From an optimization exercise on the open Yosys and OpenROAD flow, aimed at small area and a short achievable clock period; shortcuts taken in it are not production practice.

==> run Y <==
Design speedometer, start of the top module:
module speedometer
(
	input clk,
	input rst,
	input speedInfrac,
	output [13:0] outSpeed,
	output [6:0] OL,
	output [3:0] DIG
);
Settings: LEC_CHECK=0, ABC_AREA=1, CAP_MARGIN=20, CORE_MARGIN=2, CORE_UTILIZATION=60, CTS_BUF_LIST=sky130_fd_sc_hd__clkbuf_8, SLEW_MARGIN=20; clock period 150.0 ns.
standard.sh (not shown) runs the stock make flow with config.mk's settings and CLKGATE_MAP_FILE= SYNTH_SCRIPT=/design/flow/synth_recipe.tcl, a recipe that flattens the netlist after the stock synthesis.
==> flow/flow/run.sh <==
#!/bin/bash
set -euo pipefail
rm -rf scripts_area
cp -r "$FLOW_HOME/scripts" scripts_area
printf 'strash\ndc2\ndch\namap\n' > scripts_area/abc_area.script
bash standard.sh SCRIPTS_DIR="$PWD/scripts_area" \
  CTS_ARGS="-sink_clustering_enable -repair_clock_nets -buf_list sky130_fd_sc_hd__clkbuf_8 -sink_clustering_size 30 -sink_clustering_max_diameter 100 -dont_use_dummy_load" \
  BUFFER_PORTS_ARGS="-buffer_cell sky130_fd_sc_hd__buf_1" finish > standard_flow.log 2>&1
==> run M: changes against run Y <==
==> flow/design.v (replaced) <==
module testSpeed
(
	input clk_50Mhz,
	input rst,
	input speedInfrac,
	output reg [13:0] outSpeed
);
reg [15:0] x;		 
reg [4:0] circleCnt;	 
reg pend;		 
reg hold;		 
reg last;
wire edge_ = speedInfrac & ~last;
wire [15:0] m = x + 16'd1;	 
wire full = hold | (m[15] & m[14] & m[9] & m[8] & m[6] & m[4] & ~(m[0] ^ pend));
wire meas = pend ? (circleCnt == 5'd30) : (circleCnt == 5'd31);
wire xones = &x;		 
wire [15:0] nm = ~m;
wire [15:0] nx = ~x;
wire [4:0] ti14 = {m[3:0], pend};
wire [31:0] dv14;
genvar gv14;
generate for (gv14 = 0; gv14 < 32; gv14 = gv14 + 1) begin : dec14
	assign dv14[gv14] = ti14 == gv14;
end endgenerate
wire [3:0] tab14;
assign tab14[0] = dv14[4] | dv14[7] | dv14[12] | dv14[15] | dv14[16] | dv14[19];
assign tab14[1] = dv14[1] | dv14[6] | dv14[9] | dv14[12] | dv14[14] | dv14[15] | dv14[17] | dv14[20] | dv14[22] | dv14[23] | dv14[24] | dv14[25] | dv14[26] | dv14[27] | dv14[28] | dv14[29] | dv14[30] | dv14[31];
assign tab14[2] = dv14[10] | dv14[13];
assign tab14[3] = dv14[1] | dv14[20] | dv14[22] | dv14[23] | dv14[24] | dv14[25] | dv14[26] | dv14[27] | dv14[28] | dv14[29] | dv14[30] | dv14[31];
wire big14 = |m[15:4];	 
wire [3:0] r14 = big14 ? 4'd10 : tab14[3:0];
wire [4:0] t13 = {r14, 1'b1};
wire [4:0] n13 = nm[4:0];
wire [5:0] c13;
wire [4:0] d13;
assign c13[0] = pend;
genvar g13;
generate for (g13 = 0; g13 < 5; g13 = g13 + 1) begin : row13
	assign d13[g13] = t13[g13] ^ n13[g13] ^ c13[g13];
	assign c13[g13+1] = (t13[g13] & n13[g13]) | (t13[g13] & c13[g13]) | (n13[g13] & c13[g13]);
end endgenerate
wire q13 = ~|m[15:5] & c13[5];
wire [4:0] r13 = q13 ? d13[4:0] : t13[4:0];
wire [5:0] t12 = {r13, 1'b0};
wire [5:0] n12 = nm[5:0];
wire [6:0] c12;
wire [5:0] d12;
assign c12[0] = pend;
genvar g12;
generate for (g12 = 0; g12 < 6; g12 = g12 + 1) begin : row12
	assign d12[g12] = t12[g12] ^ n12[g12] ^ c12[g12];
	assign c12[g12+1] = (t12[g12] & n12[g12]) | (t12[g12] & c12[g12]) | (n12[g12] & c12[g12]);
end endgenerate
wire q12 = ~|m[15:6] & c12[6];
wire [5:0] r12 = q12 ? d12[5:0] : t12[5:0];
wire [6:0] t11 = {r12, 1'b0};
wire [6:0] n11 = nm[6:0];
wire [7:0] c11;
wire [6:0] d11;
assign c11[0] = pend;
genvar g11;
generate for (g11 = 0; g11 < 7; g11 = g11 + 1) begin : row11
	assign d11[g11] = t11[g11] ^ n11[g11] ^ c11[g11];
	assign c11[g11+1] = (t11[g11] & n11[g11]) | (t11[g11] & c11[g11]) | (n11[g11] & c11[g11]);
end endgenerate
wire q11 = ~|m[15:7] & c11[7];
wire [6:0] r11 = q11 ? d11[6:0] : t11[6:0];
wire [7:0] t10 = {r11, 1'b0};
wire [7:0] n10 = nm[7:0];
wire [8:0] c10;
wire [7:0] d10;
assign c10[0] = pend;
genvar g10;
generate for (g10 = 0; g10 < 8; g10 = g10 + 1) begin : row10
	assign d10[g10] = t10[g10] ^ n10[g10] ^ c10[g10];
	assign c10[g10+1] = (t10[g10] & n10[g10]) | (t10[g10] & c10[g10]) | (n10[g10] & c10[g10]);
end endgenerate
wire q10 = ~|m[15:8] & c10[8];
wire [7:0] r10 = q10 ? d10[7:0] : t10[7:0];
reg [7:0] p10;
always @(posedge clk_50Mhz) p10 <= r10;
reg pq13_0;
always @(posedge clk_50Mhz) pq13_0 <= q13 | full;
reg pq12_0;
always @(posedge clk_50Mhz) pq12_0 <= q12 | full;
reg pq11_0;
always @(posedge clk_50Mhz) pq11_0 <= q11 | full;
reg pq10_0;
always @(posedge clk_50Mhz) pq10_0 <= q10 | full;
wire [8:0] t9 = {p10, 1'b1};
wire [8:0] n9 = nx[8:0];
wire [9:0] c9;
wire [8:0] d9;
assign c9[0] = 1'b0;
genvar g9;
generate for (g9 = 0; g9 < 9; g9 = g9 + 1) begin : row9
	assign d9[g9] = t9[g9] ^ n9[g9] ^ c9[g9];
	assign c9[g9+1] = (t9[g9] & n9[g9]) | (t9[g9] & c9[g9]) | (n9[g9] & c9[g9]);
end endgenerate
wire q9 = ~|x[15:9] & c9[9];
wire [8:0] r9 = q9 ? d9[8:0] : t9[8:0];
wire [9:0] t8 = {r9, 1'b0};
wire [9:0] n8 = nx[9:0];
wire [10:0] c8;
wire [9:0] d8;
assign c8[0] = 1'b0;
genvar g8;
generate for (g8 = 0; g8 < 10; g8 = g8 + 1) begin : row8
	assign d8[g8] = t8[g8] ^ n8[g8] ^ c8[g8];
	assign c8[g8+1] = (t8[g8] & n8[g8]) | (t8[g8] & c8[g8]) | (n8[g8] & c8[g8]);
end endgenerate
wire q8 = ~|x[15:10] & c8[10];
wire [9:0] r8 = q8 ? d8[9:0] : t8[9:0];
wire [10:0] t7 = {r8, 1'b1};
wire [10:0] n7 = nx[10:0];
wire [11:0] c7;
wire [10:0] d7;
assign c7[0] = 1'b0;
genvar g7;
generate for (g7 = 0; g7 < 11; g7 = g7 + 1) begin : row7
	assign d7[g7] = t7[g7] ^ n7[g7] ^ c7[g7];
	assign c7[g7+1] = (t7[g7] & n7[g7]) | (t7[g7] & c7[g7]) | (n7[g7] & c7[g7]);
end endgenerate
wire q7 = ~|x[15:11] & c7[11];
wire [10:0] r7 = q7 ? d7[10:0] : t7[10:0];
wire [11:0] t6 = {r7, 1'b1};
wire [11:0] n6 = nx[11:0];
wire [12:0] c6;
wire [11:0] d6;
assign c6[0] = 1'b0;
genvar g6;
generate for (g6 = 0; g6 < 12; g6 = g6 + 1) begin : row6
	assign d6[g6] = t6[g6] ^ n6[g6] ^ c6[g6];
	assign c6[g6+1] = (t6[g6] & n6[g6]) | (t6[g6] & c6[g6]) | (n6[g6] & c6[g6]);
end endgenerate
wire q6 = ~|x[15:12] & c6[12];
wire [11:0] r6 = q6 ? d6[11:0] : t6[11:0];
wire [12:0] t5 = {r6, 1'b1};
wire [12:0] n5 = nx[12:0];
wire [13:0] c5;
wire [12:0] d5;
assign c5[0] = 1'b0;
genvar g5;
generate for (g5 = 0; g5 < 13; g5 = g5 + 1) begin : row5
	assign d5[g5] = t5[g5] ^ n5[g5] ^ c5[g5];
	assign c5[g5+1] = (t5[g5] & n5[g5]) | (t5[g5] & c5[g5]) | (n5[g5] & c5[g5]);
end endgenerate
wire q5 = ~|x[15:13] & c5[13];
wire [12:0] r5 = q5 ? d5[12:0] : t5[12:0];
reg [12:0] p5;
always @(posedge clk_50Mhz) p5 <= r5;
reg pq13_1;
always @(posedge clk_50Mhz) pq13_1 <= pq13_0;
reg pq12_1;
always @(posedge clk_50Mhz) pq12_1 <= pq12_0;
reg pq11_1;
always @(posedge clk_50Mhz) pq11_1 <= pq11_0;
reg pq10_1;
always @(posedge clk_50Mhz) pq10_1 <= pq10_0;
reg pq9_1;
always @(posedge clk_50Mhz) pq9_1 <= q9 | xones;
reg pq8_1;
always @(posedge clk_50Mhz) pq8_1 <= q8 | xones;
reg pq7_1;
always @(posedge clk_50Mhz) pq7_1 <= q7 | xones;
reg pq6_1;
always @(posedge clk_50Mhz) pq6_1 <= q6 | xones;
reg pq5_1;
always @(posedge clk_50Mhz) pq5_1 <= q5 | xones;
wire [13:0] t4 = {p5, 1'b1};
wire [13:0] n4 = nx[13:0];
wire [14:0] c4;
wire [13:0] d4;
assign c4[0] = 1'b1;
genvar g4;
generate for (g4 = 0; g4 < 14; g4 = g4 + 1) begin : row4
	assign d4[g4] = t4[g4] ^ n4[g4] ^ c4[g4];
	assign c4[g4+1] = (t4[g4] & n4[g4]) | (t4[g4] & c4[g4]) | (n4[g4] & c4[g4]);
end endgenerate
wire q4 = ~|x[15:14] & c4[14];
wire [13:0] r4 = q4 ? d4[13:0] : t4[13:0];
wire [14:0] t3 = {r4, 1'b0};
wire [14:0] n3 = nx[14:0];
wire [15:0] c3;
wire [14:0] d3;
assign c3[0] = 1'b1;
genvar g3;
generate for (g3 = 0; g3 < 15; g3 = g3 + 1) begin : row3
	assign d3[g3] = t3[g3] ^ n3[g3] ^ c3[g3];
	assign c3[g3+1] = (t3[g3] & n3[g3]) | (t3[g3] & c3[g3]) | (n3[g3] & c3[g3]);
end endgenerate
wire q3 = ~|x[15:15] & c3[15];
wire [14:0] r3 = q3 ? d3[14:0] : t3[14:0];
wire [15:0] t2 = {r3, 1'b0};
wire [15:0] n2 = nx[15:0];
wire [16:0] c2;
wire [15:0] d2;
assign c2[0] = 1'b1;
genvar g2;
generate for (g2 = 0; g2 < 16; g2 = g2 + 1) begin : row2
	assign d2[g2] = t2[g2] ^ n2[g2] ^ c2[g2];
	assign c2[g2+1] = (t2[g2] & n2[g2]) | (t2[g2] & c2[g2]) | (n2[g2] & c2[g2]);
end endgenerate
wire q2 = 1'b1 & c2[16];
wire [15:0] r2 = q2 ? d2[15:0] : t2[15:0];
wire [16:0] t1 = {r2, 1'b1};
wire [16:0] n1 = {{1{1'b1}}, nx[15:0]};
wire [17:0] c1;
wire [16:0] d1;
assign c1[0] = 1'b1;
genvar g1;
generate for (g1 = 0; g1 < 17; g1 = g1 + 1) begin : row1
	assign d1[g1] = t1[g1] ^ n1[g1] ^ c1[g1];
	assign c1[g1+1] = (t1[g1] & n1[g1]) | (t1[g1] & c1[g1]) | (n1[g1] & c1[g1]);
end endgenerate
wire q1 = 1'b1 & c1[17];
wire [15:0] r1 = q1 ? d1[15:0] : t1[15:0];
wire [16:0] t0 = {r1, 1'b1};
wire [16:0] n0 = {{1{1'b1}}, nx[15:0]};
wire [17:0] c0;
wire [16:0] d0;
assign c0[0] = 1'b1;
genvar g0;
generate for (g0 = 0; g0 < 17; g0 = g0 + 1) begin : row0
	assign d0[g0] = t0[g0] ^ n0[g0] ^ c0[g0];
	assign c0[g0+1] = (t0[g0] & n0[g0]) | (t0[g0] & c0[g0]) | (n0[g0] & c0[g0]);
end endgenerate
wire q0 = 1'b1 & c0[17];
wire [13:0] quo = {pq13_1, pq12_1, pq11_1, pq10_1, pq9_1, pq8_1, pq7_1, pq6_1, pq5_1, q4, q3, q2, q1, q0};
always @(posedge clk_50Mhz) begin
	if (rst) begin
		last <= 1'b1;
		pend <= 1'b0;
		hold <= 1'b0;
		outSpeed <= 14'd9999;
		x <= 16'hffff;
		circleCnt <= 5'd0;
	end
	else begin
		last <= speedInfrac;
		pend <= edge_;
		hold <= full & edge_;
		if (meas | full)
			x <= 16'hffff;
		else if (!pend)
			x <= m;
		if (meas)
			circleCnt <= 5'd0;
		else
			circleCnt <= circleCnt + {4'd0, pend};
		if (!edge_) begin
			if (meas)
				outSpeed <= hold ? 14'd3 : quo;	 
			else if (full)
				outSpeed <= 14'd0;
		end
	end
end
endmodule
module Digital(clk_16k, rst, A, OL, DIG);
	input clk_16k;
	input rst;
	input [13:0] A;
	output reg [6:0] OL;
	output reg [3:0] DIG;
	reg [3:0] dig;
	function [3:0] add3;
		input [3:0] x;
		reg ge5;
		begin
			ge5 = x[3] | (x[2] & (x[1] | x[0]));
			add3[3] = ge5;
			add3[2] = (x[2] & ~x[1] & ~x[0]) | (x[3] & x[0]);
			add3[1] = (x[1] & (~x[2] | x[0])) | (x[3] & ~x[0]);
			add3[0] = x[0] ^ ge5;
		end
	endfunction
	reg [19:0] bcd;
	integer i;
	always @* begin
		bcd = 20'd0;
		for (i = 13; i >= 0; i = i - 1) begin
			bcd[3:0] = add3(bcd[3:0]);
			bcd[7:4] = add3(bcd[7:4]);
			bcd[11:8] = add3(bcd[11:8]);
			bcd[15:12] = add3(bcd[15:12]);
			bcd = {bcd[18:0], A[i]};
		end
	end
	wire [3:0] thou = bcd[15:12] + (bcd[16] ? 4'd10 : 4'd0);
	always @(posedge clk_16k) begin
		if (rst) begin
			dig <= 4'hf;
			DIG <= 4'b0000;
		end
		else begin
			DIG <= {DIG[0], DIG[3] | ~|DIG, DIG[2], DIG[1]};
			if (DIG[0]) dig <= thou;
			else if (DIG[1]) dig <= bcd[3:0];
			else if (DIG[2]) dig <= bcd[7:4];
			else dig <= bcd[11:8];
		end
	end
	wire [15:0] dd;
	genvar k;
	generate for (k = 0; k < 16; k = k + 1) begin : dec
		assign dd[k] = dig == k;
	end endgenerate
	always @* begin
		OL[6] = dd[0] | dd[2] | dd[3] | dd[5] | dd[6] | dd[7] | dd[8] | dd[9];
		OL[5] = dd[0] | dd[1] | dd[2] | dd[3] | dd[4] | dd[7] | dd[8] | dd[9];
		OL[4] = dd[0] | dd[1] | dd[3] | dd[4] | dd[5] | dd[6] | dd[7] | dd[8] | dd[9];
		OL[3] = dd[0] | dd[2] | dd[3] | dd[5] | dd[6] | dd[8] | dd[9];
		OL[2] = dd[0] | dd[2] | dd[6] | dd[8];
		OL[1] = dd[0] | dd[4] | dd[5] | dd[6] | dd[8] | dd[9];
		OL[0] = dd[2] | dd[3] | dd[4] | dd[5] | dd[6] | dd[8] | dd[9];
	end
endmodule
module speedometer
(
	input clk,
	input rst,
	input speedInfrac,
	output [13:0] outSpeed,
	output [6:0] OL,
	output [3:0] DIG
);
testSpeed u_speed
(
	.clk_50Mhz(clk),
	.rst(rst),
	.speedInfrac(speedInfrac),
	.outSpeed(outSpeed)
);
Digital u_disp
(
	.clk_16k(clk),
	.rst(rst),
	.A(outSpeed),
	.OL(OL),
	.DIG(DIG)
);
endmodule
==> comparison <==
In run Y the non-clock buffer count is higher than in run M, by 8.
Of run M and run Y, run Y has the higher critical path depth (gap 10).
Between run M and run Y, the lower final area is in run Y (gap about 2%, measured against run Y).
Against run M, the die area of run Y is smaller by 2.7%.
No functional check of the RTL was part of any run of this note.

==> port drivers added, routing unchanged <==
The results above use ideal ports. As a check the final layouts listed here were re-extracted and re-timed, cells and wires unchanged. Step 1 (the two cells are an assumption about what drives the block):
set clk [get_ports {clk}]
set_driving_cell -lib_cell sky130_fd_sc_hd__clkbuf_16 $clk
set_driving_cell -lib_cell sky130_fd_sc_hd__buf_2 [delete_from_list [all_inputs] $clk]
Step 2 adds t to the input delays and takes it off the output delays; t is the mean of the earliest and latest rising clock arrival at the registers after step 1. Input paths then give back, and output paths get back, about the clock's delay inside the block. Three values: ideal, step 1, step 2; two values: the first two.
run	t (ns)	setup slack, ns	hold slack, ns	worst setup path at the end	slew at the worst register clock pin (ns)
run Y	0.396	118.121 / 118.126 / 117.730	0.332 / 0.332 / 0.332	input to register	0.08 / 0.08
run M	0.383	118.411 / 118.425 / 118.042	0.327 / 0.327 / 0.327	input to register	0.09 / 0.09
After both steps setup and hold are still met in every run listed. The setup slack of run Y, which loses most, moves by +0.005 ns with the drivers and by -0.391 ns with both steps.
